This design comes from an exercise in tuning for small area on the open sky130 flow, not from production work. Only simulation tests tie the RTL to the original design; equivalence was not proved. Power is estimated from default activity; no workload was simulated.

==> flow/design.v <==
`timescale 1ns / 1ps
module top(input clk, rst, reset, start_stop, mode, edit_shift, inc, output reg buzzer, output [0:6] seg,output [3:0] digit,output [4:0] mode_value);
reg [5:0] seconds, minutes;
reg [4:0] hours;
reg [1:0] edit_place;
reg [5:0] seconds_temp, minutes_temp;
reg [4:0] hours_temp;
reg [4:0] day_temp;
reg [3:0] month_temp;
reg [5:0] al_minutes;
reg [4:0] al_hours;
reg tm_state, tm_nstate;
reg sw_state, sw_nstate;
reg alarm_state, alarm_nstate;
reg [2:0] state;
reg adv, chg;
reg trigger;
wire sC = ~(state[2] | state[1] | state[0]);
wire sE = ~state[1] & state[0];
wire sT = state[1] & ~state[0];
wire sW = state[1] & state[0];
wire sA = state[2];
wire [2:0] state_nx = sA ? 3'd0 : state + 3'd1;
wire [2:0] state_pv = sC ? 3'd4 : state - 3'd1;
wire [2:0] mstate = chg ? state_pv : state;
assign mode_value = {mstate==3'd0, mstate==3'd1, mstate==3'd2, mstate==3'd3, mstate==3'd4};
reg sclk;
reg [6:0] count;
wire tick = sclk & (count == 7'd0);
reg [5:0] scount;
wire [5:0] sc_inc = scount + {5'd0, ~scount[5]};
wire lt30 = scount < 6'd30;
wire eq30 = scount == 6'd30;
wire eq31 = scount == 6'd31;
wire gt30 = ~lt30 & ~eq30;
reg [4:0] a_count;
wire [4:0] ac_inc = a_count + {4'd0, ~&a_count};
wire [5:0] lo, hi;
digits digits_1(clk,reset,rst,state[1],seconds,minutes,hours,lo,hi);
seven_seg seven_seg_1(clk,reset,rst,state,start_stop,inc,tm_state,sw_state,alarm_state,~lt30,edit_place,count,lo,hi,seg,digit);
always @(posedge clk) begin
    if(rst) begin
        count<=0;
        sclk<=1'b0;
    end
    else if(count==99) begin
        count<=0;
        sclk<=~sclk;
    end
    else count<=count+7'd1;
end
always @(posedge clk) begin
    if(rst) begin
        seconds_temp<=0;
        minutes_temp<=0;
        hours_temp<=0;
        buzzer<=0;
        a_count<=0;
    end
    else begin
        if(sE && !edit_place[1] && eq31 && (reset || inc)) begin
            hours_temp<=hours;
            minutes_temp<=minutes;
            if (reset)
                seconds_temp<=seconds;
        end
        if(tick) begin
            seconds_temp<=seconds_temp + 1;
            if(seconds_temp==59) begin
                seconds_temp<=0;
                minutes_temp<=minutes_temp + 1;
                if(minutes_temp==59) begin
                    minutes_temp<=0;
                    hours_temp<=hours_temp + 1;
                    if(hours_temp==23)
                        hours_temp<=0;
                end
            end
        end
        if(hours_temp==al_hours && minutes_temp==al_minutes && alarm_state) begin
            if(seconds_temp==0)
                buzzer<=1;
            else if(start_stop && buzzer) begin
                a_count<=ac_inc;
                if(a_count==30)
                    buzzer<=0;
            end
            else
                a_count<=0;
        end
        else begin
            a_count<=0;
            buzzer<=0;
        end
    end
end
always@(posedge clk) begin
    if(rst) begin
        day_temp<=1;
        month_temp<=1;
    end
    else begin
        if(sE && edit_place[1] && eq31 && (reset || inc)) begin
            day_temp<=hours;
            month_temp<=minutes[3:0];
        end
        if(seconds_temp==59 && minutes_temp==59 && hours_temp==23 && sclk && count==99) begin
            day_temp<=day_temp + 1;
            if(month_temp==2 && day_temp==28) begin
                day_temp<=1;
                month_temp<=month_temp + 1;
            end
            else if(day_temp== (30+((month_temp & 1)^(month_temp>7)))) begin
                day_temp<=1;
                month_temp<=month_temp + 1;
                if(month_temp==12)
                    month_temp<=1;
            end
        end
    end
end
wire nb_all = ~reset & ~mode & ~edit_shift & ~inc & ~start_stop;
wire c_al   = ~mode & alarm_state & start_stop;
wire c_inc  = ~mode & ~(alarm_state & start_stop) & inc;
wire idle0  = ~mode & ~(alarm_state & start_stop) & ~inc;
wire e_rst  = reset;
wire e_es   = ~reset & ~mode & edit_shift;
wire e_inc  = ~reset & ~mode & ~edit_shift & inc;
wire idle1  = ~reset & ~mode & ~edit_shift & ~inc;
wire t_rst  = ~tm_state & reset;
wire t_inc  = ~tm_state & ~reset & ~mode & inc;
wire t_es   = ~tm_state & ~reset & ~mode & ~inc & edit_shift;
wire t_ss   = ~tm_state & ~reset & ~mode & ~inc & ~edit_shift & start_stop;
wire idle2  = tm_state ? ~start_stop : nb_all;
wire w_rst  = ~sw_state & reset;
wire w_ss   = ~sw_state & ~reset & ~mode & start_stop;
wire idle3  = sw_state ? ~start_stop : (~reset & ~mode & ~start_stop);
wire a_inc  = ~alarm_state & ~mode & ~start_stop & inc;
wire a_es   = ~alarm_state & ~mode & ~start_stop & ~inc & edit_shift;
wire idle4  = ~mode & ~start_stop & (alarm_state | (~inc & ~edit_shift));
wire idle = (sC & idle0) | (sE & idle1) | (sT & idle2) | (sW & idle3) | (sA & idle4);
wire leave = (sC & idle0) | (sE & idle1) | (sT & ~tm_state & nb_all) | (sW & ~sw_state & ~reset & ~mode & ~start_stop) | (sA & idle4);
wire mode_act = mode & (sC | sA | (~reset & (sE | (sT & ~tm_state) | (sW & ~sw_state))));
wire es_act = (sE & e_es) | (sT & t_es) | (sA & a_es);
wire cd = sT & tm_state & ~start_stop & tick & tm_nstate;
wire sw = sW & sw_state & ~start_stop & tick & sw_nstate;
wire min_zero = minutes == 6'd0;
wire sec_zero = seconds == 6'd0;
wire min_ge59 = minutes >= 6'd59;
wire sec_59 = seconds == 6'd59;
wire [4:0] dim = 5'd30 + {4'd0, month_temp[0] ^ (month_temp > 4'd7)};
always @(posedge clk) begin
    if (rst) begin
        scount<=0;
        state<=0;
        adv<=0;
        chg<=0;
        trigger<=0;
        edit_place<=0;
    end
    else begin
        if (idle)
            scount<=0;
        else if (!(sC && !mode && !lt30))
            scount<=sc_inc;
        chg<=leave & adv;
        if (leave) begin
            state<=adv ? state_nx : state;
            adv<=1'b0;
        end
        else if (mode_act && eq30)
            adv<=1'b1;
        if (sC) begin
            if (mode && eq30) trigger<=1'b1;
        end
        else if ((sE | (sW & ~sw_state)) && mode_act && gt30)
            trigger<=1'b1;
        else if (sT && mode_act && eq30)
            trigger<=1'b1;
        else if ((sE | (sT & ~tm_state) | (sW & ~sw_state)) && idle && adv)
            trigger<=1'b1;
        else
            trigger<=1'b0;
        if (es_act && eq30)
            edit_place<=sE ? edit_place + 2'd1 : {1'b0, edit_place==2'd0};
        else if (trigger && !sC && !(es_act && gt30))
            edit_place<=0;
    end
end
always @(posedge clk) begin
    if (rst) begin
        seconds<=0;
        minutes<=0;
        hours<=0;
        tm_state<=0;
        tm_nstate<=0;
        sw_state<=0;
        sw_nstate<=0;
        alarm_state<=0;
        alarm_nstate<=0;
        al_minutes<=0;
        al_hours<=0;
    end
    else begin
        if (sC) begin
            if (idle0) seconds<=seconds_temp;
        end
        else if (sE) begin
            if (e_rst && eq30 && !edit_place[1]) seconds<=0;
        end
        else if (sT) begin
            if ((t_rst || t_inc) && gt30) ;
            else if (t_rst && eq30) seconds<=0;
            else if (t_inc && eq30 && edit_place!=2'd1) seconds<=(seconds<59) ? seconds+6'd1 : 6'd0;
            else if (cd) seconds<=sec_zero ? (min_zero ? 6'd0 : 6'd59) : seconds-6'd1;
            else if (trigger) seconds<=0;
        end
        else if (sW) begin
            if (w_rst && gt30) ;
            else if (w_rst && eq30) seconds<=0;
            else if (sw) seconds<=(!min_ge59 && !(seconds<59)) ? 6'd0 : (min_ge59 && sec_59) ? seconds : seconds+6'd1;
            else if (trigger) seconds<=0;
        end
        if (sC) begin
            if (c_al && !lt30) minutes<=al_minutes;
            else if (c_inc && !lt30) minutes<={2'd0, month_temp};
            else if (idle0) minutes<=minutes_temp;
        end
        else if (sE) begin
            if (e_rst && eq30) minutes<={5'd0, edit_place[1]};
            else if (e_inc && eq30 && edit_place==2'd0) minutes<=(minutes<59) ? minutes+6'd1 : 6'd0;
            else if (e_inc && eq30 && edit_place==2'd2) minutes<=(minutes<12) ? minutes+6'd1 : 6'd1;
            else if (idle1) minutes<=edit_place[1] ? {2'd0, month_temp} : minutes_temp;
        end
        else if (sT) begin
            if ((t_rst || t_inc) && gt30) ;
            else if (t_rst && eq30) minutes<=0;
            else if (t_inc && eq30 && edit_place==2'd1) minutes<=(minutes<60) ? minutes+6'd1 : 6'd0;
            else if (cd && sec_zero) minutes<=min_zero ? minutes : minutes-6'd1;
            else if (trigger) minutes<=0;
        end
        else if (sW) begin
            if (w_rst && gt30) ;
            else if (w_rst && eq30) minutes<=0;
            else if (sw && !min_ge59 && !(seconds<59)) minutes<=minutes+6'd1;
            else if (sw && min_ge59 && sec_59) ;
            else if (trigger) minutes<=0;
        end
        else if (sA) begin
            if (a_inc && eq30 && edit_place==2'd0) minutes<=(minutes<59) ? minutes+6'd1 : 6'd0;
            else if (trigger) minutes<=al_minutes;
        end
        if (sC) begin
            if (c_al && !lt30) hours<=al_hours;
            else if (c_inc && !lt30) hours<=day_temp;
            else if (idle0) hours<=hours_temp;
        end
        else if (sE) begin
            if (e_rst && eq30) hours<={4'd0, edit_place[1]};
            else if (e_inc && eq30 && edit_place==2'd1) hours<=(hours<23) ? hours+5'd1 : 5'd0;
            else if (e_inc && eq30 && edit_place==2'd3) hours<=((minutes==2) ? (hours<28) : (hours<dim)) ? hours+5'd1 : 5'd1;
            else if (idle1) hours<=edit_place[1] ? day_temp : hours_temp;
        end
        else if (sA) begin
            if (a_inc && eq30 && edit_place==2'd1) hours<=(hours<23) ? hours+5'd1 : 5'd0;
            else if (trigger) hours<=al_hours;
        end
        if (sA && !alarm_state && idle4) begin
            al_minutes<=minutes;
            al_hours<=hours;
        end
        if (sT) begin
            if (t_ss && eq30) tm_nstate<=1'b1;
            else if (tm_state && start_stop && eq30) tm_nstate<=1'b0;
            else if (cd && min_zero && sec_zero) tm_nstate<=1'b0;
            if (idle2) tm_state<=tm_nstate;
        end
        if (sW) begin
            if (w_ss && eq30) sw_nstate<=1'b1;
            else if (sw_state && start_stop && eq30) sw_nstate<=1'b0;
            else if (sw && min_ge59 && sec_59) sw_nstate<=1'b0;
            if (idle3) sw_state<=sw_nstate;
        end
        if (sA && !mode && start_stop && eq30)
            alarm_nstate<=~alarm_state;
        if ((sC && idle0) || (sA && idle4))
            alarm_state<=alarm_nstate;
    end
end
endmodule
`timescale 1ns / 1ps
module digits(
    input clk,
    input reset,
    input rst,
    input sel_sec,
    input [5:0] seconds, minutes,
    input [4:0] hours,
    output reg [5:0] lo,
    output reg [5:0] hi
    );
    always @(posedge clk or posedge reset)
    begin
        if (reset) begin
            lo <= 0;
            hi <= 0;
        end
        else if (rst) begin
            lo <= 0;
            hi <= 0;
        end
        else if (sel_sec) begin
            lo <= seconds;
            hi <= minutes;
        end
        else begin
            lo <= minutes;
            hi <= {1'b0, hours};
        end
    end
endmodule
`timescale 1ns / 1ps
module seven_seg(
    input clk_100MHz,
    input reset,
    input rst,
    input [2:0] state,
    input start_stop,
    input inc,
    input tm_state,
    input sw_state,
    input alarm_state,
    input held,
    input [1:0] edit_place,
    input [6:0] count,
    input [5:0] lo,
    input [5:0] hi,
    output reg [0:6] seg,
    output [3:0] digit
    );
    reg [1:0] digit_select;
    reg [1:0] digit_timer;
    wire sclk = count > 7'd49;
    always @(posedge clk_100MHz or posedge reset) begin
        if(reset) begin
            digit_select <= 0;
            digit_timer <= 0;
        end
        else if(rst) begin
            digit_select <= 0;
            digit_timer <= 0;
        end
        else
            {digit_select, digit_timer} <= {digit_select, digit_timer} + 4'd1;
    end
    assign digit = ~(4'b0001 << digit_select);
    wire [5:0] val = digit_select[1] ? hi : lo;
    wire [3:0] dv = digit_select[0] ? val / 10 : val % 10;
    wire left = digit_select[1];
    wire blink =
        (state==0 && alarm_state && start_stop && held) ||
        (state==0 && inc && held) ||
        (state==1 && edit_place[0]==left) ||
        (state==2 && !tm_state && edit_place=={1'b0,left}) ||
        (state==3 && !sw_state) ||
        (state==4 && !alarm_state && edit_place=={1'b0,left});
    always @* begin
        if (blink && !sclk)
            seg = 7'b111_1111;
        else
            case(dv)
                4'd0 : seg = 7'b000_0001;
                4'd1 : seg = 7'b100_1111;
                4'd2 : seg = 7'b001_0010;
                4'd3 : seg = 7'b000_0110;
                4'd4 : seg = 7'b100_1100;
                4'd5 : seg = 7'b010_0100;
                4'd6 : seg = 7'b010_0000;
                4'd7 : seg = 7'b000_1111;
                4'd8 : seg = 7'b000_0000;
                4'd9 : seg = 7'b000_0100;
                default : seg = 7'b111_1111;
            endcase
    end
endmodule
==> flow/run.sh <==
#!/bin/bash
# synth_recipe.tcl (not shown) runs the flow's synth.tcl, then flattens the netlist and writes it again
# the make line also repeats each setting of config.mk as NAME=value (left out here)
make -C /OpenROAD-flow-scripts/flow DESIGN_CONFIG=/design/flow/config.mk WORK_HOME=/design/flow/orfs CLKGATE_MAP_FILE= SYNTH_SCRIPT=/design/flow/synth_recipe.tcl finish
==> flow/config.mk <==
export PLATFORM = sky130hd
export DESIGN_NAME = top
export DESIGN_NICKNAME = top
export VERILOG_FILES = /design/flow/design.v
export SDC_FILE = /design/flow/constraint.sdc
export NUM_CORES = 4
export LEC_CHECK = 0
export ABC_AREA = 1
export CAP_MARGIN = 20
export CORE_MARGIN = 2
export CORE_UTILIZATION = 40
export SLEW_MARGIN = 20
==> flow/constraint.sdc <==
create_clock -name core_clock -period 10.0 [get_ports {clk}]
set_input_delay 2.0000 -clock core_clock [delete_from_list [all_inputs] [get_ports {clk}]]
set_output_delay 2.0000 -clock core_clock [all_outputs]
set_load 0.01 [all_outputs]
==> flow_summary.toml, run 1 <==
[drt]
ant_nets = 0
drc_errors = 0
wl_per_cell_um = 17.1
drtIter0Drc = 788
dr.pass1.iters = 6
routed_wl_um = 27700
vias = 8944
viasPerCell = 5.53

[clocking]
clock-sinks = 104
cts_htree_levels = 3
numCtsBuffers = 9
cts_hold_buf = 0
clk_path_buf_depth = 2
cts-root-buf = "clkbuf_16"
cts_tree = "built"
post-cts-setup-buffer-count = 0
clk_latency_ns = 0.38
ctsResizeCount = 0
cts.clk_slew.worst_paths_ns = 0.07

[timing]
drv_slew = 0
tightest_slew_ns = 1.15
rsz0062_at_grt = "false"
relSlewSlack_pct = 22.5
fin_crit_sh_pct = 67.3
fin_setup_tns_ns = 0
setup_violations = 0
fmax_ghz = 0.149
hold_viol = 0
finalCriticalPeriod_ns = 6.73
skew_ns = 0.0142

[logic_synthesis]
yosysTopAreaCell = "dfxtp_1"
synth_nets = 1394
synth_edf_count = 0
syn_area_mm2 = 0.00853
postSynthCellCount = 1343
synth.distinct_cells = 57
synth_flop_cell = "dfxtp_1"
synth_area_per_cell_um2 = 6.35
synth_seq_area_share_pct = 25.4
yosysWarnings = 3
synth_top_cell_area_share_pct = 20.7
synth_area_leaders = "dfxtp_1, nand2_1, a21oi_1"
ys_ff_latch = 104
synthArstFlopShare_pct = 15.4

[global_routing]
grt.total_usage_pct = 25.0
grt_start_max_net_pins = 60
grt_pass1_vias = 8207
overflow = 0
grt_pass1_wl_um = 43800
antenna_found_initial = 0

[floorplan]
die_w_um = 150
die_h_um = 150
io_pins = 24
start_util_pct = 40.7
die-area_mm2 = 0.0225
core_mm2 = 0.0210
rows = 53

[setup_path]
slowest_stage = "clkdlybuf4s50_1"
reg2reg_to = "minutes[0]"
cp_data_required_time_ns = 8.00
criticalPathCategory = "in -> out"
cp_max_fo = 8
ff2ff_path_depth = 12
crit_cells = 11
crit_buf_inv = 4
rrSetupSlack_ns = 6.22
worstPathCellList = "clkdlybuf4s50_1 -> inv_1 -> o21ai_0 -> nand3_1 -> a31oi_1 -> a41o_1 -> nand3_1 -> inv_1 -> a21oi_4 -> nand2_1 -> clkdlybuf4s50_1"
cp-end-kind = "output port"
r2r_start = "state[1]"
critPathMaxStageDelay_ns = 0.74
crit_arrival_ns = 4.73
crit_family = "buffers and inverters"
start_kind = "input port"

[place]
port_buffers = 23
dp_hpwl_um = 20700
place.gp.congestion = 0.974
place_inst = 1600

[cells_and_area]
final_layout_size_suffix_gt1_share_pct = 5.07
nNetsFinal = 1387
antenna_cells = 0
syn_to_final_growth_pct = 8.32
stdcell_count = 1616

[power_and_ir_drop]
swShare_pct = 31.2
p_leak_nw = 3.78
clkPwrFrac_pct = 37.3
power_switching_uw = 301
seqPwrFrac_pct = 45.8
p_per_area_mw_per_mm2 = 104
internal-power_uw = 663
power_frac_comb_pct = 16.9
ir_drop_mv = 0.0782

[status]
status = "timing/DRC/antenna clean"

[min_path]
worstHoldStart = "seven_seg_1.digit_timer[0]"
hp-class = "reg -> reg"
hold_end = "seven_seg_1.digit_timer[0]"
min_path_cells = 1

[flow_run]
maxCapViolCount = 0
## power by group through the flow
stage / clock [mW] / sequential (mW) / combinational, mW
finish: 0.359 / 0.442 / 0.162
global route: 0.382 / 0.443 / 0.182
CTS: 0.365 / 0.441 / 0.161
detailed placement: 0 / 0.451 / 0.160
global placement: 0 / 0.451 / 0.161
floorplan: 0 / 0.440 / 0.116
## routing by layer
metal / track usage, % / part of all wire [%] / up-vias
met5: 0 / 0 / -
met4: 9.58 / 3.2 / 0
met3: 4.39 / 5.9 / 62
met2: 40.0 / 44 / 315
met1: 33.5 / 46 / 4055
li1: - / - / 4512
## cell usage after synthesis, drive strengths merged, types with 7 or more instances
master	count
nand2	285
a21oi	132
xnor2	9
dfxtp	88
o211ai	36
buf	9
xor2	26
clkbuf	39
nand4	18
a31oi	12
nand3	96
dfrtp	16
inv	176
nor2	124
ha	44
nor3	23
o22ai	9
clkinv	7
o21ai	132
a211oi	11
## flip-flops by register name, indices dropped and copies added, names as in the netlist, 2 cells and up
signal,count
al_hours,5
minutes,6
hours,5
seven_seg_1.digit_timer,2
day_temp,5
seconds,6
minutes_temp,6
al_minutes,6
scount,6
hours_temp,5
seven_seg_1.digit_select,2
month_temp,4
count,7
state,3
seconds_temp,6
digits_1.hi,6
a_count,5
edit_place,2
digits_1.lo,6
## stage by stage
stage | util [%] | area (um2) | hold WS [ns] | power (mW) | setup slack, ns
after detailed placement | 42.7 | 8950 | 0.443 | 0.611 | 3.32
after global placement | 42.7 | 8950 | 0.438 | 0.611 | 3.38
after floorplan | - | 8530 | 0.423 | 0.556 | 4.90
after CTS | 44.1 | 9240 | 0.452 | 0.967 | 3.30
final | 44.1 | 9240 | 0.450 | 0.964 | 3.27
after global routing | 44.1 | 9240 | 0.471 | 1.01 | 3.03
## cell type report
class	instances	area [um2]
clock buffer	10	239
clock inverter	6	45.0
fill	2243	11700
inverter	183	687
multi-input combinational	1008	5480
sequential	104	2160
tap	275	344
timing repair buffer	30	283
## cell families (layout without fill, tap and decap cells)
group	Yosys count	after routing	share of synthesized area [%]
AOI/OAI and AO/OA	363	363	24.7
xor gates and xnor gates	35	35	3.60
adders and majority gates	44	44	6.46
buffers and inverters	231	229	10.4
DFF	104	104	25.4
and+or+nand+nor	566	566	29.5
## how the worst max path moves through the flow
stage / startpoint / to / slack [ns]
after floorplan: inc / seg[0] / 4.90
after global placement: start_stop / seg[0] / 3.38
after detailed placement: start_stop / seg[0] / 3.32
after CTS: start_stop / seg[0] / 3.30
after global routing: start_stop / seg[2] / 3.03
final: start_stop / seg[0] / 3.27
## cells in the final DEF, fill, tap and decap left out, types with 5 or more instances in the layout
master	n
a31oi_1	12
buf_4	7
clkbuf_16	9
o21ai_0	129
ha_1	44
inv_2	5
nor2_1	118
a211oi_1	10
dfrtp_1	16
nand2_2	19
nor3_1	22
clkinv_1	7
nand2_1	263
o31ai_1	5
nor4_1	5
a21oi_1	130
nand4_1	18
xnor2_1	9
o22ai_1	9
clkdlybuf4s50_1	23
inv_1	171
xor2_1	26
o211ai_1	36
dfxtp_1	88
nand3_1	93
==> inputs of run 2 (changes only) <==
==> flow/flow/run.sh (new file) <==
#!/bin/bash
# Standard synthesis, then an area-oriented re-mapping of the combinational
# logic (registers untouched: same instances, names and cell types), then the
# standard layout from floorplan to finish.
set -euo pipefail
WORK=$(pwd)
R=$WORK/orfs/results/$FLOW_PLATFORM/top/base
bash standard.sh synth > $WORK/std_synth.log 2>&1
cp $R/1_2_yosys.v $WORK/std_1_2_yosys.v
LIB=$FLOW_HOME/platforms/$FLOW_PLATFORM/lib/sky130_fd_sc_hd__tt_025C_1v80.lib
DU=$(sed -n '/DONT_USE_CELLS += /,/^#/p' $FLOW_HOME/platforms/$FLOW_PLATFORM/config.mk | grep -o "sky130_fd_sc_hd__[a-z0-9_]*" | sed 's/^/-dont_use /' | tr '\n' ' ')
sed -e "s#@LIB@#$LIB#g" -e "s#@DU@#$DU#g" -e "s#@IN@#$WORK/std_1_2_yosys.v#g" -e "s#@OUT@#$WORK/reopt.v#g" -e "s#@ABC@#$WORK/flow/reopt.abc#g" $WORK/flow/reopt.ys > $WORK/reopt_run.ys
yosys -s $WORK/reopt_run.ys > $WORK/reopt.log 2>&1
cp $WORK/reopt.v $R/1_2_yosys.v
bash standard.sh "BUFFER_PORTS_ARGS=-buffer_cell sky130_fd_sc_hd__buf_1" "CTS_ARGS=-sink_clustering_enable -repair_clock_nets -dont_use_dummy_load -buf_list sky130_fd_sc_hd__clkbuf_8" finish > $WORK/std_layout.log 2>&1
==> flow/flow/reopt.abc (new file) <==
strash
&get -n
&deepsyn -T 60
&put
dch -f
amap
topo
==> flow/flow/reopt.ys (new file) <==
read_liberty -ignore_miss_func @LIB@
read_verilog @IN@
hierarchy -top top
setattr -mod -set keep_hierarchy 1 sky130_fd_sc_hd__df*
flatten
opt_clean
abc -liberty @LIB@ @DU@ -script @ABC@
opt_clean -purge
splitnets
hilomap -singleton -hicell sky130_fd_sc_hd__conb_1 HI -locell sky130_fd_sc_hd__conb_1 LO
insbuf -buf sky130_fd_sc_hd__buf_4 A X
select top
stat -liberty @LIB@
write_verilog -noattr -nohex -nodec -selected @OUT@
==> flow/standard.sh (new file) <==
#!/bin/bash
# synth_recipe.tcl (not shown) runs the flow's synth.tcl, then flattens the netlist and writes it again
# the make line also repeats each setting of config.mk as NAME=value (left out here)
make -C /OpenROAD-flow-scripts/flow DESIGN_CONFIG=/design/flow/config.mk WORK_HOME=/design/flow/orfs CLKGATE_MAP_FILE= SYNTH_SCRIPT=/design/flow/synth_recipe.tcl "${@:-finish}"
removed: flow/run.sh
==> run 2 against run 1 <==
Against the previous run:
- still clean
- flip-flop and latch count unchanged
- combinational power is 48% lower
- first-iteration DRC count decreased by 12%
- critical path type unchanged
- highest routed layer unchanged
==> flow_summary.toml, run 2 <==
[status]
status = "timing/DRC/antenna clean"

[cells_and_area]
syn_to_final_growth_pct = 8.05
layout_commonest_cell = "nor2_1"
nNetsFinal = 869
largest_reg_flops = 7
fill_cells = 1477
final_layout_size_suffix_gt1_share_pct = 1.63
largest_register = "count"
antenna_cells = 0
layout_common_cells = "nor2_1, clkinv_1, dfxtp_1"

[clocking]
clk_latency_ns = 0.39
clk_path_buf_depth = 2
clock-sinks = 104
ctsResizeCount = 0
post-cts-setup-buffer-count = 0
cts.clk_slew.worst_paths_ns = 0.09
cts_htree_levels = 3
cts_hold_buf = 0
numCtsBuffers = 9
cts_tree = "built"
cts-root-buf = "clkbuf_8"

[timing]
relSlewSlack_pct = 40.0
fmax_ghz = 0.161
setup_violations = 0
setup_ws_ns = 3.80
finalCriticalPeriod_ns = 6.20
fin_setup_tns_ns = 0
tightest_slew_ns = 0.893
drv_slew = 0
hold_viol = 0
rsz0062_at_grt = "false"
fin_crit_sh_pct = 62.0
skew_ns = 0.0243

[min_path]
hold_end = "count[0]"
min_path_cells = 1
worstHoldStart = "count[0]"
hp-class = "reg -> reg"

[drt]
routed_wl_um = 17900
ant_nets = 0
drc_errors = 0
viasPerCell = 5.89
drtIter0Drc = 697
dr.pass1.iters = 6
vias = 6127
wl_per_cell_um = 17.2

[global_routing]
overflow = 0
grt_pass1_wl_um = 28900
antenna_found_initial = 0
grt.total_usage_pct = 23.1
grt_start_max_net_pins = 38
grt_pass1_vias = 5530

[logic_synthesis]
synth_area_per_cell_um2 = 7.01
synth_nets = 832
postSynthCellCount = 825
syn_area_mm2 = 0.00578
yosysWarnings = 3

[power_and_ir_drop]
p_per_area_mw_per_mm2 = 117
ir_drop_mv = 0.0856
p_leak_nw = 2.04

[floorplan]
rows = 43
die_h_um = 124
die-area_mm2 = 0.0154
core_mm2 = 0.0140
start_util_pct = 41.4
die_w_um = 124
io_pins = 24

[setup_path]
r2r_start = "scount[1]"
crit_buf_inv = 4
cp-end-kind = "output port"
cp_max_fo = 15
cp_data_required_time_ns = 8.00
rrSetupSlack_ns = 5.46
crit_cells = 10
reg2reg_to = "minutes[0]"
worstPathCellList = "buf_1 -> clkinv_1 -> o21ai_0 -> nand3_1 -> o22a_1 -> nor3_1 -> clkinv_1 -> o21ai_0 -> or2_0 -> buf_1"
criticalPathCategory = "in -> out"
start_kind = "input port"
crit_family = "buffers and inverters"
slowest_stage = "clkinv_1"
critPathMaxStageDelay_ns = 0.42
ff2ff_path_depth = 15
crit_arrival_ns = 4.20

[place]
place.gp.congestion = 0.964
port_buffers = 23
dp_hpwl_um = 13800
dpl_worst_slack_ns = 3.60

[flow_run]
maxCapViolCount = 0
[run 2: worst max-delay path by stage]
stage               startpoint    endpoint  slack (ns)
floorplan           start_stop      seg[5]        4.49
global placement         reset  minutes[0]        3.79
detailed placement       reset  minutes[0]        3.60
CTS                 start_stop      seg[0]        3.80
global route             reset  minutes[0]        3.41
finish              start_stop      seg[0]        3.80
[run 2: cell type report]
type / count / area [um2] / area share, %
sequential: 104 / 2160 / 34.6
clock buffer: 9 / 124 / 1.98
inverter: 138 / 518 / 8.29
tap: 180 / 225 / 3.60
timing repair buffer: 26 / 110 / 1.76
multi-input combinational: 583 / 3110 / 49.8
[run 2: stage by stage]
| stage | instances | power, mW | hold WS (ns) | cell area [um2] | utilization (%) |
|---|---|---|---|---|---|
| 3_5_place_dp | 1031 | 0.523 | 0.404 | 6130 | 43.8 |
| 4_1_cts | 1040 | 0.738 | 0.418 | 6250 | 44.7 |
| 2_1_floorplan | 825 | 0.494 | 0.389 | 5780 | - |
| 5_1_grt | 1040 | 0.760 | 0.421 | 6250 | 44.7 |
| 3_3_place_gp | 1031 | 0.524 | 0.399 | 6130 | 43.8 |
| 6_report | 1040 | 0.731 | 0.415 | 6250 | 44.7 |
[run 2: per-layer routing]
| layer | share of wire, % | global-route usage, % | vias to the layer above |
|---|---|---|---|
| li1 | - | - | 3051 |
| met1 | 46 | 33.2 | 2768 |
| met2 | 43 | 34.1 | 277 |
| met3 | 7.9 | 4.68 | 31 |
| met4 | 3.0 | 8.86 | 0 |
| met5 | 0 | 0 | - |
[run 2: where the power goes]
part | leakage (nW) | internal (mW) | switching, mW
registers | 0.930 | 0.423 | 0.00892
logic | 1.05 | 0.0254 | 0.0582
clock network | 0.0647 | 0.0812 | 0.134
total | 2.04 | 0.529 | 0.201
==> inputs of run 3 (changes only) <==
--- a/flow/flow/run.sh
+++ b/flow/flow/run.sh
@@ -13,3 +13,3 @@
 yosys -s $WORK/reopt_run.ys > $WORK/reopt.log 2>&1
 cp $WORK/reopt.v $R/1_2_yosys.v
-bash standard.sh "BUFFER_PORTS_ARGS=-buffer_cell sky130_fd_sc_hd__buf_1" "CTS_ARGS=-sink_clustering_enable -repair_clock_nets -dont_use_dummy_load -buf_list sky130_fd_sc_hd__clkbuf_8" finish > $WORK/std_layout.log 2>&1
+bash standard.sh > $WORK/std_layout.log 2>&1
==> run 3 against run 2 <==
Against the previous run:
- still clean on timing, DRC and antenna
- count of clock-buffer cells in the layout up 2
- first-iteration DRC count rose by 4.7%
- clock skew fell by 0.014 ns
- die area is 1.4% lower
==> flow_summary.toml, run 3 <==
[global_routing]
grt_start_max_net_pins = 37
grt.total_usage_pct = 26.2
grt_pass1_vias = 5802
overflow = 0
antenna_found_initial = 1
grt_pass1_wl_um = 30600

[drt]
drtIter0Drc = 730
viasPerCell = 6.16
wl_per_cell_um = 19.0
dr.pass1.iters = 6
ant_nets = 0
vias = 6233
drc_errors = 0
routed_wl_um = 19200

[min_path]
worstHoldStart = "count[0]"
min_path_cells = 1
hold_end = "count[0]"
hp-class = "reg -> reg"

[setup_path]
slowest_stage = "clkdlybuf4s50_1"
rrSetupSlack_ns = 5.89
crit_arrival_ns = 4.77
r2r_start = "scount[3]"
cp-end-kind = "output port"
reg2reg_to = "minutes[2]"
start_kind = "input port"
cp_data_required_time_ns = 8.00
criticalPathCategory = "in -> out"
worstPathCellList = "clkdlybuf4s50_1 -> clkinv_1 -> o21ai_0 -> a31oi_1 -> nor3_1 -> clkinv_1 -> o31ai_1 -> or3_1 -> clkdlybuf4s50_1"
cp_max_fo = 12
critPathMaxStageDelay_ns = 0.56
ff2ff_path_depth = 11

[timing]
setup_violations = 0
fin_setup_tns_ns = 0
setup_ws_ns = 3.23
drv_slew = 0
holdWs_ns = 0.441
rsz0062_at_grt = "false"
fmax_ghz = 0.148
tightest_slew_ns = 0.850
skew_ns = 0.0100
relSlewSlack_pct = 43.0
fin_crit_sh_pct = 67.7
hold_viol = 0
finalCriticalPeriod_ns = 6.77

[cells_and_area]
nNetsFinal = 834
layout_common_cells = "nor2_1, clkinv_1, dfxtp_1"
largest_reg_flops = 7
seq_area_mm2 = 0.00216
syn_to_final_growth_pct = 13.2
largest_register = "count"
finish.utilization_pct = 46.5
multi_input_area_mm2 = 0.00308
antenna_cells = 0
layout_commonest_cell = "nor2_1"
final_layout_size_suffix_gt1_share_pct = 2.04
fill_cells = 1434

[place]
port_buffers = 23
dpl_worst_slack_ns = 3.31
dp_hpwl_um = 14600
place.gp.congestion = 0.947

[clocking]
cts.clk_slew.worst_paths_ns = 0.08
clock-sinks = 104
ctsResizeCount = 0
cts_htree_levels = 3
post-cts-setup-buffer-count = 0
cts_hold_buf = 0
numCtsBuffers = 9
clk_latency_ns = 0.36
clk_path_buf_depth = 2
cts-root-buf = "clkbuf_16"
cts_tree = "built"

[power_and_ir_drop]
clkPwrFrac_pct = 39.5
seqPwrFrac_pct = 49.7
swShare_pct = 27.3
p_leak_nw = 2.13
internal-power_uw = 634
ir_drop_mv = 0.0967
power_switching_uw = 239
power_frac_comb_pct = 10.7
p_per_area_mw_per_mm2 = 135

[flow_run]
maxCapViolCount = 0

[logic_synthesis]
postSynthCellCount = 791
synth_area_per_cell_um2 = 7.21
synth_nets = 798
yosysWarnings = 3
syn_area_mm2 = 0.00570

[floorplan]
start_util_pct = 41.1
die_w_um = 123
core_mm2 = 0.0139
rows = 43
io_pins = 24
die_h_um = 123
die-area_mm2 = 0.0152

[status]
status = "timing/DRC/antenna clean"
run 3: worst max-delay path by stage:
| stage | endpoint | startpoint | slack, ns | depth (start not counted) |
|---|---|---|---|---|
| after floorplan | seg[5] | start_stop | 4.73 | 7 |
| after global placement | seg[3] | start_stop | 3.40 | 9 |
| after detailed placement | seg[3] | start_stop | 3.31 | 9 |
| after CTS | seg[3] | start_stop | 3.30 | 9 |
| after global routing | seg[3] | start_stop | 2.99 | 9 |
| final | seg[3] | start_stop | 3.23 | 9 |
run 3: final cells by class:
cell class	count	share of cell area, %
clock buffers	11	3.76
clock inverters	5	0.601
multi-input cells	566	47.8
inverters	121	7.04
well taps	180	3.49
flip-flops and latches	104	33.5
repair buffers	25	3.80
run 3: stage by stage:
| step | instance area (um2) | instances | power (mW) |
|---|---|---|---|
| 3_3_place_gp | 6170 | 996 | 0.533 |
| 2_1_floorplan | 5700 | 791 | 0.496 |
| 4_1_cts | 6450 | 1012 | 0.881 |
| 6_report | 6450 | 1012 | 0.872 |
| 5_1_grt | 6450 | 1012 | 0.904 |
| 3_5_place_dp | 6170 | 996 | 0.535 |
run 3: routing by layer:
layer	GRT usage (%)	share of wire, %
met1	35.6	45
met2	41.4	45
met3	4.38	7.1
met4	10.0	3.0
met5	0	0
run 3: critical path, delay by kind of cell:
kind,cells,cell delay [ns]
buffers and inverters,4,1.61
AO/OA/AOI/OAI,3,0.70
AND/OR/NAND/NOR,2,0.46
run 3: power groups by stage:
stage               clock network (mW)  registers (mW)  logic, mW
CTS                              0.356           0.434     0.0920
detailed placement                   0           0.443     0.0915
floorplan                            0           0.440     0.0566
global placement                     0           0.443     0.0898
finish                           0.345           0.434     0.0935
global route                     0.367           0.435      0.103
==> inputs of run 4 (changes only) <==
--- a/flow/flow/run.sh
+++ b/flow/flow/run.sh
@@ -13,3 +13,3 @@
 yosys -s $WORK/reopt_run.ys > $WORK/reopt.log 2>&1
 cp $WORK/reopt.v $R/1_2_yosys.v
-bash standard.sh > $WORK/std_layout.log 2>&1
+bash standard.sh "BUFFER_PORTS_ARGS=-buffer_cell sky130_fd_sc_hd__buf_1" "CTS_ARGS=-sink_clustering_enable -repair_clock_nets -dont_use_dummy_load -buf_list {sky130_fd_sc_hd__clkbuf_4 sky130_fd_sc_hd__clkbuf_8} -sink_clustering_size 12" finish > $WORK/std_layout.log 2>&1
==> run 4 against run 3 <==
Against the previous run:
- still clean on timing, DRC and antenna
- cell area fell by 4.7%
- core utilization fell by 2.2 points
- area after synthesis did not move
- non-clock buffer count did not move
==> flow_summary.toml, run 4 <==
[setup_path]
slowest_stage = "dfrtp_1"
cp_max_fo = 12
crit_top_cell = "nor2_1"
worstPathCellList = "clkinv_1 -> o32ai_1 -> nor2_1 -> or3b_1 -> a31oi_1 -> nor2_1 -> nor2_1 -> a221oi_1 -> o22ai_1 -> clkinv_1 -> nor3_1 -> nor2_1 -> o31ai_1 -> buf_1"
cp-end-kind = "output port"
crit_family = "compound AO/OA/AOI/OAI gates"
criticalPathCategory = "reg -> out"
critPathMaxStageDelay_ns = 0.59
cp_data_required_time_ns = 8.00
start_kind = "flip-flop"
crit_buf_inv = 3
crit_arrival_ns = 3.98

[timing]
relSlewSlack_pct = 42.0
tightest_slew_ns = 0.865
finalCriticalPeriod_ns = 5.98
setup_violations = 0
hold_viol = 0
fin_setup_tns_ns = 0
skew_ns = 0.0326
fmax_ghz = 0.167
drv_slew = 0
holdWs_ns = 0.432
rsz0062_at_grt = "false"
fin_crit_sh_pct = 59.8

[drt]
routed_wl_um = 18800
dr.pass1.iters = 7
wl_per_cell_um = 18.7
drtIter0Drc = 809
drc_errors = 0
ant_nets = 0
viasPerCell = 6.22
vias = 6254

[power_and_ir_drop]
seqPwrFrac_pct = 58.7
p_leak_nw = 2.00
power_switching_uw = 209
power_uw = 739
internal-power_uw = 530
swShare_pct = 28.3
clkPwrFrac_pct = 29.7
power_frac_comb_pct = 11.6
ir_drop_mv = 0.0758
p_per_area_mw_per_mm2 = 120

[cells_and_area]
nNetsFinal = 834
antenna_cells = 0
layout_commonest_cell = "nor2_1"
largest_reg_flops = 7
syn_to_final_growth_pct = 7.93
largest_register = "count"
stdcell_count = 1005
layout_common_cells = "nor2_1, clkinv_1, dfxtp_1"
finish.utilization_pct = 44.3
final_layout_size_suffix_gt1_share_pct = 1.33

[floorplan]
core_mm2 = 0.0139
io_pins = 24
start_util_pct = 41.1
die_w_um = 123
die-area_mm2 = 0.0152
rows = 43
die_h_um = 123

[clocking]
ctsResizeCount = 0
numCtsBuffers = 9
cts-root-buf = "clkbuf_8"
cts_tree = "built"
clock-sinks = 104
cts.clk_slew.worst_paths_ns = 0.09
cts_htree_levels = 3
post-cts-setup-buffer-count = 0
clk_path_buf_depth = 2
cts_hold_buf = 0
clk_latency_ns = 0.40

[logic_synthesis]
syn_area_mm2 = 0.00570
postSynthCellCount = 791
synth_nets = 798
synth_area_per_cell_um2 = 7.21
yosysWarnings = 3

[global_routing]
grt.total_usage_pct = 25.5
grt_pass1_wl_um = 29900
grt_pass1_vias = 5682
antenna_found_initial = 0
grt_start_max_net_pins = 37
overflow = 0

[flow_run]
maxCapViolCount = 0

[status]
status = "timing/DRC/antenna clean"

[place]
port_buffers = 23
place.gp.congestion = 1.01
place_inst = 996
dp_hpwl_um = 14400

[min_path]
hp-class = "reg -> reg"
-- run 4: final cells by class --
class,instances,area [um2]
inverters,121,454
repair buffers,25,101
clock buffers,9,124
fillers,1451,7730
flip-flops and latches,104,2160
well taps,180,225
multi-input cells,566,3080
-- run 4: path summary, 6_finish.rpt --
kind                                               to  cells after the start  slack, ns                        start
max reg2reg                                minutes[0]                     12       5.82                     count[2]
max in group asynchronous  seven_seg_1.digit_timer[1]                      2       7.87                        reset
min                                          count[0]                      1       0.43                     count[0]
max                                            seg[6]                     14       4.02  seven_seg_1.digit_select[1]
min reg2reg                                  count[0]                      1       0.43                     count[0]
min in group asynchronous              digits_1.lo[2]                      2       1.73                        reset
-- run 4: per-stage QoR --
| step | worst slack, ns | area [um2] |
|---|---|---|
| floorplan | 4.73 | 5700 |
| global placement | 4.15 | 6030 |
| detailed placement | 4.07 | 6030 |
| CTS | 4.06 | 6150 |
| global route | 3.64 | 6150 |
| finish | 4.02 | 6150 |
-- run 4: power groups by stage --
stage | Combinational [mW] | Clock [mW] | Sequential (mW)
after detailed placement | 0.0836 | 0 | 0.443
after global routing | 0.0951 | 0.240 | 0.435
after CTS | 0.0840 | 0.226 | 0.434
final | 0.0858 | 0.219 | 0.434
after floorplan | 0.0566 | 0 | 0.440
after global placement | 0.0824 | 0 | 0.443
-- run 4: metal layers --
metal | share of wire [%] | vias to the layer above | GRT usage (%)
met5 | 0 | - | 0
met4 | 2.7 | 0 | 8.66
met3 | 8.9 | 43 | 5.72
met2 | 45 | 316 | 39.7
met1 | 44 | 2935 | 35.0
li1 | - | 2960 | -
==> inputs of run 5 (changes only) <==
==> flow/flow/run.sh (replaced) <==
#!/bin/bash
# Standard synthesis; then an area-oriented re-synthesis of the combinational
# logic only (registers keep their instances, names and cell types), tried with
# a few random seeds of which the smallest is kept; then the standard layout
# from floorplan to finish, with the smallest buffers on the ports and
# mid-size clock buffers.
set -euo pipefail
WORK=$(pwd)
R=$WORK/orfs/results/$FLOW_PLATFORM/top/base
bash standard.sh synth > $WORK/std_synth.log 2>&1
cp $R/1_2_yosys.v $WORK/std_1_2_yosys.v
LIB=$FLOW_HOME/platforms/$FLOW_PLATFORM/lib/sky130_fd_sc_hd__tt_025C_1v80.lib
DU=$(sed -n '/DONT_USE_CELLS += /,/^#/p' $FLOW_HOME/platforms/$FLOW_PLATFORM/config.mk | grep -o "sky130_fd_sc_hd__[a-z0-9_]*" | sed 's/^/-dont_use /' | tr '\n' ' ')
for S in 1 2 3 4; do
  printf "strash\n&get -n\n&deepsyn -T 90 -S $S\n&put\ndch -f\namap -m -F 4 -A 10\ntopo\n" > $WORK/reopt_$S.abc
  sed -e "s#@LIB@#$LIB#g" -e "s#@DU@#$DU#g" -e "s#@IN@#$WORK/std_1_2_yosys.v#g" -e "s#@OUT@#$WORK/reopt_$S.v#g" -e "s#@ABC@#$WORK/reopt_$S.abc#g" $WORK/flow/reopt.ys > $WORK/reopt_$S.ys
  yosys -s $WORK/reopt_$S.ys > $WORK/reopt_$S.log 2>&1 &
done
wait
BEST=""; BA=""
for S in 1 2 3 4; do
  A=$(grep "Chip area for module" $WORK/reopt_$S.log | tail -1 | awk '{print $NF}')
  echo "seed $S: $A" >> $WORK/reopt_areas.txt
  if [[ -n "$A" && -s $WORK/reopt_$S.v ]] && { [[ -z "$BA" ]] || awk "BEGIN{exit !($A < $BA)}"; }; then BEST=$S; BA=$A; fi
done
echo "best: seed $BEST ($BA)" >> $WORK/reopt_areas.txt
cp $WORK/reopt_$BEST.v $R/1_2_yosys.v
bash standard.sh "BUFFER_PORTS_ARGS=-buffer_cell sky130_fd_sc_hd__buf_1" "CTS_ARGS=-sink_clustering_enable -repair_clock_nets -dont_use_dummy_load -buf_list {sky130_fd_sc_hd__clkbuf_4 sky130_fd_sc_hd__clkbuf_8} -sink_clustering_size 12" finish > $WORK/std_layout.log 2>&1
removed: flow/flow/reopt.abc
==> run 5 against run 4 <==
Against the previous run:
- die area down 1.5%
- non-clock buffer count is 1 higher
- first-iteration DRC count decreased by 22%
- worst setup slack worse by 0.49 ns
- sequential share of layout area rose by 0.46 points
- via count shrank 1.9%
- wire length decreased by 0.91%
- global-route usage rose by 0.27 points
- power decreased by 5.0%
- largest cell class unchanged
- largest power group unchanged
- highest routed layer unchanged
==> flow_summary.toml, run 5 <==
[status]
status = "timing/DRC/antenna clean"

[place]
dp_hpwl_um = 14200
port_buffers = 23
place.gp.congestion = 0.990
place_inst = 970
dpl_worst_slack_ns = 3.66

[power_and_ir_drop]
ir_drop_mv = 0.0797
p_leak_nw = 1.94
p_per_area_mw_per_mm2 = 116

[cells_and_area]
stdcell_count = 979
antenna_cells = 0
nNetsFinal = 808
layout_common_cells = "clkinv_1, nor2_1, dfxtp_1"
syn_to_final_growth_pct = 8.18
largest_reg_flops = 7
largest_register = "count"
layout_commonest_cell = "clkinv_1"
final_layout_size_suffix_gt1_share_pct = 1.50
fill_cells = 1420

[clocking]
clk_latency_ns = 0.39
ctsResizeCount = 0
cts-root-buf = "clkbuf_8"
clk_path_buf_depth = 2
cts_hold_buf = 0
cts_tree = "built"
post-cts-setup-buffer-count = 0
cts.clk_slew.worst_paths_ns = 0.09
clock-sinks = 104
numCtsBuffers = 9
cts_htree_levels = 3

[drt]
dr.pass1.iters = 6
drc_errors = 0
vias = 6135
wl_per_cell_um = 19.0
ant_nets = 0
viasPerCell = 6.27
drtIter0Drc = 629
routed_wl_um = 18600

[timing]
rsz0062_at_grt = "false"
fin_crit_sh_pct = 64.7
holdWs_ns = 0.433
drv_slew = 0
fin_setup_tns_ns = 0
fmax_ghz = 0.155
setup_ws_ns = 3.53
skew_ns = 0.0187
relSlewSlack_pct = 38.7
hold_viol = 0
finalCriticalPeriod_ns = 6.47
setup_violations = 0
tightest_slew_ns = 0.909

[logic_synthesis]
synth_area_per_cell_um2 = 7.35
postSynthCellCount = 764
yosysWarnings = 3
synth_nets = 771
syn_area_mm2 = 0.00561

[setup_path]
crit_arrival_ns = 4.47
cp_data_required_time_ns = 8.00
crit_family = "compound AO/OA/AOI/OAI gates"
rrSetupSlack_ns = 5.09
worstPathCellList = "clkinv_1 -> o22ai_1 -> clkinv_1 -> nor2_1 -> nor2_1 -> o32ai_1 -> clkinv_1 -> nor2_1 -> o21ai_0 -> o21ai_0 -> clkinv_1 -> nor2_1 -> or2_0 -> o21ai_0 -> o31a_1 -> o21a_1 -> buf_1"
criticalPathCategory = "reg -> out"
cp_max_fo = 11
crit_buf_inv = 5
cp-end-kind = "output port"
start_kind = "flip-flop"
critPathMaxStageDelay_ns = 0.59
slowest_stage = "dfrtp_1"

[global_routing]
grt_pass1_wl_um = 29900
antenna_found_initial = 0
overflow = 0
grt_start_max_net_pins = 33
grt_pass1_vias = 5703
grt.total_usage_pct = 25.8

[floorplan]
die_w_um = 122
core_mm2 = 0.0138
die_h_um = 122
start_util_pct = 40.8
io_pins = 24
rows = 43
die-area_mm2 = 0.0150

[min_path]
hp-class = "reg -> reg"

[flow_run]
maxCapViolCount = 0
==> run 5: cell types whose count changed in the layout (fill, tap and decap cells not counted), sizes merged, moves of 5 or more <==
| cell | before | now |
|---|---|---|
| or3 | 13 | 5 |
| nor3 | 42 | 30 |
| a211oi | 13 | 8 |
| and3 | 8 | 2 |
| clkinv | 121 | 127 |
| or4 | 1 | 6 |
| a22oi | 4 | 10 |
| o21ai | 49 | 70 |
| a221oi | 14 | 9 |
| nand2 | 64 | 50 |
| o211ai | 0 | 5 |
| nor2 | 150 | 120 |
| a31oi | 10 | 20 |
==> run 5: routing by layer <==
| layer | vias up | global-route usage [%] | part of all wire (%) |
|---|---|---|---|
| li1 | 2910 | - | - |
| met1 | 2850 | 32.3 | 42 |
| met2 | 322 | 41.7 | 46 |
| met3 | 53 | 6.27 | 8.3 |
| met4 | 0 | 12.5 | 4.1 |
| met5 | - | 0 | 0 |
==> run 5: worst reg2reg max path, delay by kind of cell, from the launching register on <==
kind	cells	cell delay, ns
and+or+nand+nor	8	2.15
DFF	1	0.50
AOI/OAI and AO/OA	8	1.23
buffers and inverters	3	0.93
==> run 5: worst paths after layout <==
kind	start	to	cells after the start
setup / recovery	seven_seg_1.digit_select[1]	seg[0]	17
hold / removal	count[0]	count[0]	1
setup reg to reg	state[0]	minutes[5]	19
hold reg to reg	count[0]	count[0]	1
max in group asynchronous	reset	digits_1.lo[1]	2
min in group asynchronous	reset	seven_seg_1.digit_timer[1]	2
==> run 5: through the flow <==
stage	total power, mW	area [um2]	util [%]
floorplan	0.474	5610	-
global placement	0.497	5950	43.2
detailed placement	0.497	5950	43.2
CTS	0.709	6070	44.1
global route	0.732	6070	44.1
finish	0.702	6070	44.1
==> run 5: area by class of cell <==
cell class | instances | area [um2] | share of cell area [%]
inverters | 127 | 477 | 7.85
well taps | 180 | 225 | 3.71
repair buffers | 26 | 109 | 1.79
multi-input cells | 533 | 2980 | 49.0
clock buffers | 9 | 124 | 2.04
flip-flops and latches | 104 | 2160 | 35.6
==> run 5: power breakdown <==
group / internal (mW) / switching, mW / total [mW] / leakage [nW]
registers: 0.421 / 0.00643 / 0.428 / 0.930
logic: 0.0173 / 0.0448 / 0.0621 / 0.941
clock network: 0.0810 / 0.131 / 0.212 / 0.0647
==> inputs of run 6 (changes only) <==
--- a/flow/flow/run.sh
+++ b/flow/flow/run.sh
@@ -26,3 +26,3 @@
 echo "best: seed $BEST ($BA)" >> $WORK/reopt_areas.txt
 cp $WORK/reopt_$BEST.v $R/1_2_yosys.v
-bash standard.sh "BUFFER_PORTS_ARGS=-buffer_cell sky130_fd_sc_hd__buf_1" "CTS_ARGS=-sink_clustering_enable -repair_clock_nets -dont_use_dummy_load -buf_list {sky130_fd_sc_hd__clkbuf_4 sky130_fd_sc_hd__clkbuf_8} -sink_clustering_size 12" finish > $WORK/std_layout.log 2>&1
+bash standard.sh "BUFFER_PORTS_ARGS=-buffer_cell sky130_fd_sc_hd__buf_1" "CTS_ARGS=-sink_clustering_enable -repair_clock_nets -dont_use_dummy_load -buf_list sky130_fd_sc_hd__clkbuf_16 -sink_clustering_size 30 -sink_clustering_max_diameter 200" finish > $WORK/std_layout.log 2>&1
==> run 6 against run 5 <==
Against the previous run:
- critical path type is now in -> out
- register-to-register slack better by 0.04 ns
- first-iteration DRC count is 1.1% lower
- sequential share of layout area is 0.58 points lower
==> flow_summary.toml, run 6 <==
[drt]
vias = 6127
viasPerCell = 6.26
wl_per_cell_um = 18.9
ant_nets = 0
dr.pass1.iters = 6
drtIter0Drc = 622
routed_wl_um = 18500
drc_errors = 0

[clocking]
cts_tree = "built"
cts_hold_buf = 0
cts_htree_levels = 3
cts.clk_slew.worst_paths_ns = 0.07
clk_path_buf_depth = 2
ctsResizeCount = 0
clock-sinks = 104
numCtsBuffers = 9
post-cts-setup-buffer-count = 0
clk_latency_ns = 0.35
cts-root-buf = "clkbuf_16"

[power_and_ir_drop]
ir_drop_mv = 0.0864
p_per_area_mw_per_mm2 = 128
seqPwrFrac_pct = 54.2
p_leak_nw = 1.98
power_switching_uw = 192
clkPwrFrac_pct = 37.9
internal-power_uw = 598
swShare_pct = 24.3
power_frac_comb_pct = 7.9

[cells_and_area]
antenna_cells = 0
syn_to_final_growth_pct = 9.99
finish.utilization_pct = 44.8
stdcell_count = 979
layout_common_cells = "clkinv_1, nor2_1, dfxtp_1"
final_layout_size_suffix_gt1_share_pct = 1.50
nNetsFinal = 808
largest_register = "count"
layout_commonest_cell = "clkinv_1"
postLayoutCellArea_mm2 = 0.00617
largest_reg_flops = 7

[min_path]
min_path_cells = 1
hp-class = "reg -> reg"

[logic_synthesis]
yosysWarnings = 3
syn_area_mm2 = 0.00561
synth_nets = 771
synth_area_per_cell_um2 = 7.35
postSynthCellCount = 764

[setup_path]
crit_buf_inv = 3
crit_cells = 10
cp-end-kind = "output port"
critPathMaxStageDelay_ns = 0.55
crit_family = "compound AO/OA/AOI/OAI gates"
rrSetupSlack_ns = 5.13
slowest_stage = "a311oi_1"
cp_data_required_time_ns = 8.00
cp_max_fo = 9
crit_arrival_ns = 4.45
ff2ff_path_depth = 19
criticalPathCategory = "in -> out"
start_kind = "input port"
worstPathCellList = "buf_1 -> clkinv_1 -> o21ai_0 -> a31oi_1 -> a311oi_1 -> a31oi_1 -> o21ai_0 -> o31a_1 -> o21a_1 -> buf_1"

[timing]
setup_ws_ns = 3.55
hold_viol = 0
relSlewSlack_pct = 35.8
drv_slew = 0
tightest_slew_ns = 0.953
fin_crit_sh_pct = 64.5
setup_violations = 0
skew_ns = 0.0120
fmax_ghz = 0.155
rsz0062_at_grt = "false"
fin_setup_tns_ns = 0
finalCriticalPeriod_ns = 6.45

[global_routing]
grt.total_usage_pct = 25.8
grt_pass1_wl_um = 29900
grt_pass1_vias = 5726
antenna_found_initial = 0
grt_start_max_net_pins = 33
overflow = 0

[place]
dpl_worst_slack_ns = 3.66
dp_hpwl_um = 14200
place_inst = 970
place.gp.congestion = 0.990
place_area_mm2 = 0.00595
port_buffers = 23

[floorplan]
die_w_um = 122
core_mm2 = 0.0138
rows = 43
start_util_pct = 40.8
die-area_mm2 = 0.0150
die_h_um = 122
io_pins = 24

[flow_run]
maxCapViolCount = 0

[status]
status = "timing/DRC/antenna clean"
-- run 6: changes by cell type in the layout (fill, tap and decap cells not counted) --
cell       delta
clkbuf_8      -9
clkbuf_16     +9
-- run 6: worst paths after layout --
check,start,to
max,start_stop,seg[0]
min,count[0],count[0]
max reg2reg,state[0],minutes[5]
min reg2reg,count[0],count[0]
max in group asynchronous,reset,digits_1.lo[1]
min in group asynchronous,reset,seven_seg_1.digit_timer[1]
-- run 6: power groups by stage --
stage,clock network [mW],registers [mW],logic (mW)
final,0.299,0.428,0.0622
after CTS,0.309,0.428,0.0603
after floorplan,0,0.435,0.0389
after global routing,0.323,0.429,0.0687
after detailed placement,0,0.437,0.0602
after global placement,0,0.437,0.0596
-- run 6: routing by layer --
metal	GRT usage [%]	wire length, um	share of wire [%]
met1	32.4	7830	42
met2	41.6	8560	46
met3	6.18	1410	7.6
met4	12.7	739	4.0
met5	0	0	0
-- run 6: area by class of cell --
type | instances | area [um2]
Tap cell | 180 | 225
Fill cell | 1412 | 7600
Timing Repair Buffer | 26 | 109
Inverter | 127 | 477
Sequential cell | 104 | 2160
Multi-Input combinational cell | 533 | 2980
Clock buffer | 9 | 225
-- run 6: through the flow --
| step | total power, mW | hold WS (ns) |
|---|---|---|
| 3_5_place_dp | 0.497 | 0.420 |
| 5_1_grt | 0.821 | 0.464 |
| 6_report | 0.790 | 0.435 |
| 4_1_cts | 0.797 | 0.434 |
| 2_1_floorplan | 0.474 | 0.398 |
| 3_3_place_gp | 0.497 | 0.411 |
==> inputs of run 7 (changes only) <==
--- a/flow/design.v
+++ b/flow/design.v
@@ -14,6 +14,7 @@
 reg alarm_state, alarm_nstate;
 reg [2:0] state;
-reg adv, chg;
+reg adv;
 reg trigger;
+wire chg;
 wire sC = ~(state[2] | state[1] | state[0]);
 wire sE = ~state[1] & state[0];
@@ -34,6 +35,9 @@
 wire eq31 = scount == 6'd31;
 wire gt30 = ~lt30 & ~eq30;
+wire sc_zero = scount == 6'd0;
+assign chg = trigger & sc_zero;
 reg [4:0] a_count;
 wire [4:0] ac_inc = a_count + {4'd0, ~&a_count};
+wire alarm_match = hours_temp==al_hours && minutes_temp==al_minutes && alarm_state;
 wire [5:0] lo, hi;
 digits digits_1(clk,reset,rst,state[1],seconds,minutes,hours,lo,hi);
@@ -56,5 +60,4 @@
         hours_temp<=0;
         buzzer<=0;
-        a_count<=0;
     end
     else begin
@@ -78,21 +81,22 @@
             end
         end
-        if(hours_temp==al_hours && minutes_temp==al_minutes && alarm_state) begin
+        if(alarm_match) begin
             if(seconds_temp==0)
                 buzzer<=1;
-            else if(start_stop && buzzer) begin
-                a_count<=ac_inc;
-                if(a_count==30)
-                    buzzer<=0;
-            end
-            else
-                a_count<=0;
+            else if(start_stop && buzzer && a_count==30)
+                buzzer<=0;
         end
-        else begin
-            a_count<=0;
+        else
             buzzer<=0;
-        end
     end
 end
+always @(posedge clk) begin
+    if(alarm_match && seconds_temp==0)
+        a_count<=a_count;
+    else if(alarm_match && start_stop && buzzer)
+        a_count<=ac_inc;
+    else
+        a_count<=0;
+end
 always@(posedge clk) begin
     if(rst) begin
@@ -155,5 +159,4 @@
         state<=0;
         adv<=0;
-        chg<=0;
         trigger<=0;
         edit_place<=0;
@@ -164,5 +167,4 @@
         else if (!(sC && !mode && !lt30))
             scount<=sc_inc;
-        chg<=leave & adv;
         if (leave) begin
             state<=adv ? state_nx : state;
@@ -171,7 +173,8 @@
         else if (mode_act && eq30)
             adv<=1'b1;
-        if (sC) begin
-            if (mode && eq30) trigger<=1'b1;
-        end
+        if (sC)
+            trigger<=(mode && eq30) || (trigger && !sc_zero);
+        else if (sA)
+            trigger<=idle4 && adv;
         else if ((sE | (sW & ~sw_state)) && mode_act && gt30)
             trigger<=1'b1;
@@ -212,5 +215,5 @@
             if ((t_rst || t_inc) && gt30) ;
             else if (t_rst && eq30) seconds<=0;
-            else if (t_inc && eq30 && edit_place!=2'd1) seconds<=(seconds<59) ? seconds+6'd1 : 6'd0;
+            else if (t_inc && eq30 && edit_place!=2'd1) seconds<=sec_59 ? 6'd0 : seconds+6'd1;
             else if (cd) seconds<=sec_zero ? (min_zero ? 6'd0 : 6'd59) : seconds-6'd1;
             else if (trigger) seconds<=0;
@@ -219,5 +222,5 @@
             if (w_rst && gt30) ;
             else if (w_rst && eq30) seconds<=0;
-            else if (sw) seconds<=(!min_ge59 && !(seconds<59)) ? 6'd0 : (min_ge59 && sec_59) ? seconds : seconds+6'd1;
+            else if (sw) seconds<=sec_59 ? (min_ge59 ? seconds : 6'd0) : seconds+6'd1;
             else if (trigger) seconds<=0;
         end
@@ -229,5 +232,5 @@
         else if (sE) begin
             if (e_rst && eq30) minutes<={5'd0, edit_place[1]};
-            else if (e_inc && eq30 && edit_place==2'd0) minutes<=(minutes<59) ? minutes+6'd1 : 6'd0;
+            else if (e_inc && eq30 && edit_place==2'd0) minutes<=(minutes!=6'd59) ? minutes+6'd1 : 6'd0;
             else if (e_inc && eq30 && edit_place==2'd2) minutes<=(minutes<12) ? minutes+6'd1 : 6'd1;
             else if (idle1) minutes<=edit_place[1] ? {2'd0, month_temp} : minutes_temp;
@@ -236,5 +239,5 @@
             if ((t_rst || t_inc) && gt30) ;
             else if (t_rst && eq30) minutes<=0;
-            else if (t_inc && eq30 && edit_place==2'd1) minutes<=(minutes<60) ? minutes+6'd1 : 6'd0;
+            else if (t_inc && eq30 && edit_place==2'd1) minutes<=(minutes!=6'd60) ? minutes+6'd1 : 6'd0;
             else if (cd && sec_zero) minutes<=min_zero ? minutes : minutes-6'd1;
             else if (trigger) minutes<=0;
@@ -243,5 +246,5 @@
             if (w_rst && gt30) ;
             else if (w_rst && eq30) minutes<=0;
-            else if (sw && !min_ge59 && !(seconds<59)) minutes<=minutes+6'd1;
+            else if (sw && !min_ge59 && sec_59) minutes<=minutes+6'd1;
             else if (sw && min_ge59 && sec_59) ;
             else if (trigger) minutes<=0;
--- a/flow/flow/run.sh
+++ b/flow/flow/run.sh
@@ -26,3 +26,3 @@
 echo "best: seed $BEST ($BA)" >> $WORK/reopt_areas.txt
 cp $WORK/reopt_$BEST.v $R/1_2_yosys.v
-bash standard.sh "BUFFER_PORTS_ARGS=-buffer_cell sky130_fd_sc_hd__buf_1" "CTS_ARGS=-sink_clustering_enable -repair_clock_nets -dont_use_dummy_load -buf_list sky130_fd_sc_hd__clkbuf_16 -sink_clustering_size 30 -sink_clustering_max_diameter 200" finish > $WORK/std_layout.log 2>&1
+bash standard.sh "BUFFER_PORTS_ARGS=-buffer_cell sky130_fd_sc_hd__buf_1" "CTS_ARGS=-sink_clustering_enable -repair_clock_nets -dont_use_dummy_load -buf_list {sky130_fd_sc_hd__clkbuf_4 sky130_fd_sc_hd__clkbuf_8} -sink_clustering_size 12" finish > $WORK/std_layout.log 2>&1
==> run 7 against run 6 <==
Against the previous run:
- the run now fails in netlist read-in after synthesis
==> flow_summary.toml, run 7 <==
[status]
status = "stopped before the end"
lastStage = "netlist read-in after synthesis"
error = "[ERROR STA-0171] /design/flow/orfs/results/sky130hd/top/base/1_2_yosys.v line 681, syntax error"

[logic_synthesis]
yosysWarnings = 3

-- static timing again, ports no longer ideal --
No port has a modelled driver above. Below, the same layouts with a new extraction and two added sets of constraints.
Step 1: set_driving_cell puts a clkbuf_16 on clk and a buf_2 on each other input, an assumption about the parent block.
Step 2 also shifts input and output timing later by t, the mid clock arrival at the registers, as if the neighbouring blocks saw the same clock.
Slacks: ideal ports / drivers / drivers and shift; pairs: ideal ports / drivers.
run | t, ns | setup WS [ns] | worst setup path after step 2 | latest minus earliest clock arrival (ns) | slew at the worst register clock pin (ns)
run 1 | 0.418 | 3.270 / 3.241 / 3.241 | input to output | 0.016 / 0.016 | 0.08 / 0.08
run 2 | 0.418 | 3.799 / 3.778 / 3.553 | input to register | 0.025 / 0.024 | 0.10 / 0.10
run 3 | 0.398 | 3.228 / 3.203 / 3.203 | input to output | 0.010 / 0.010 | 0.08 / 0.08
run 4 | 0.416 | 4.023 / 3.986 / 4.008 | input to output | 0.033 / 0.033 | 0.11 / 0.11
run 5 | 0.420 | 3.533 / 3.493 / 3.513 | input to output | 0.019 / 0.019 | 0.10 / 0.10
run 6 | 0.393 | 3.548 / 3.526 / 3.526 | input to output | 0.012 / 0.012 | 0.07 / 0.07
After both steps every run listed still meets setup and hold. For run 2, which loses most, drivers alone change the setup slack by -0.021 ns; drivers and shift together by -0.246 ns.
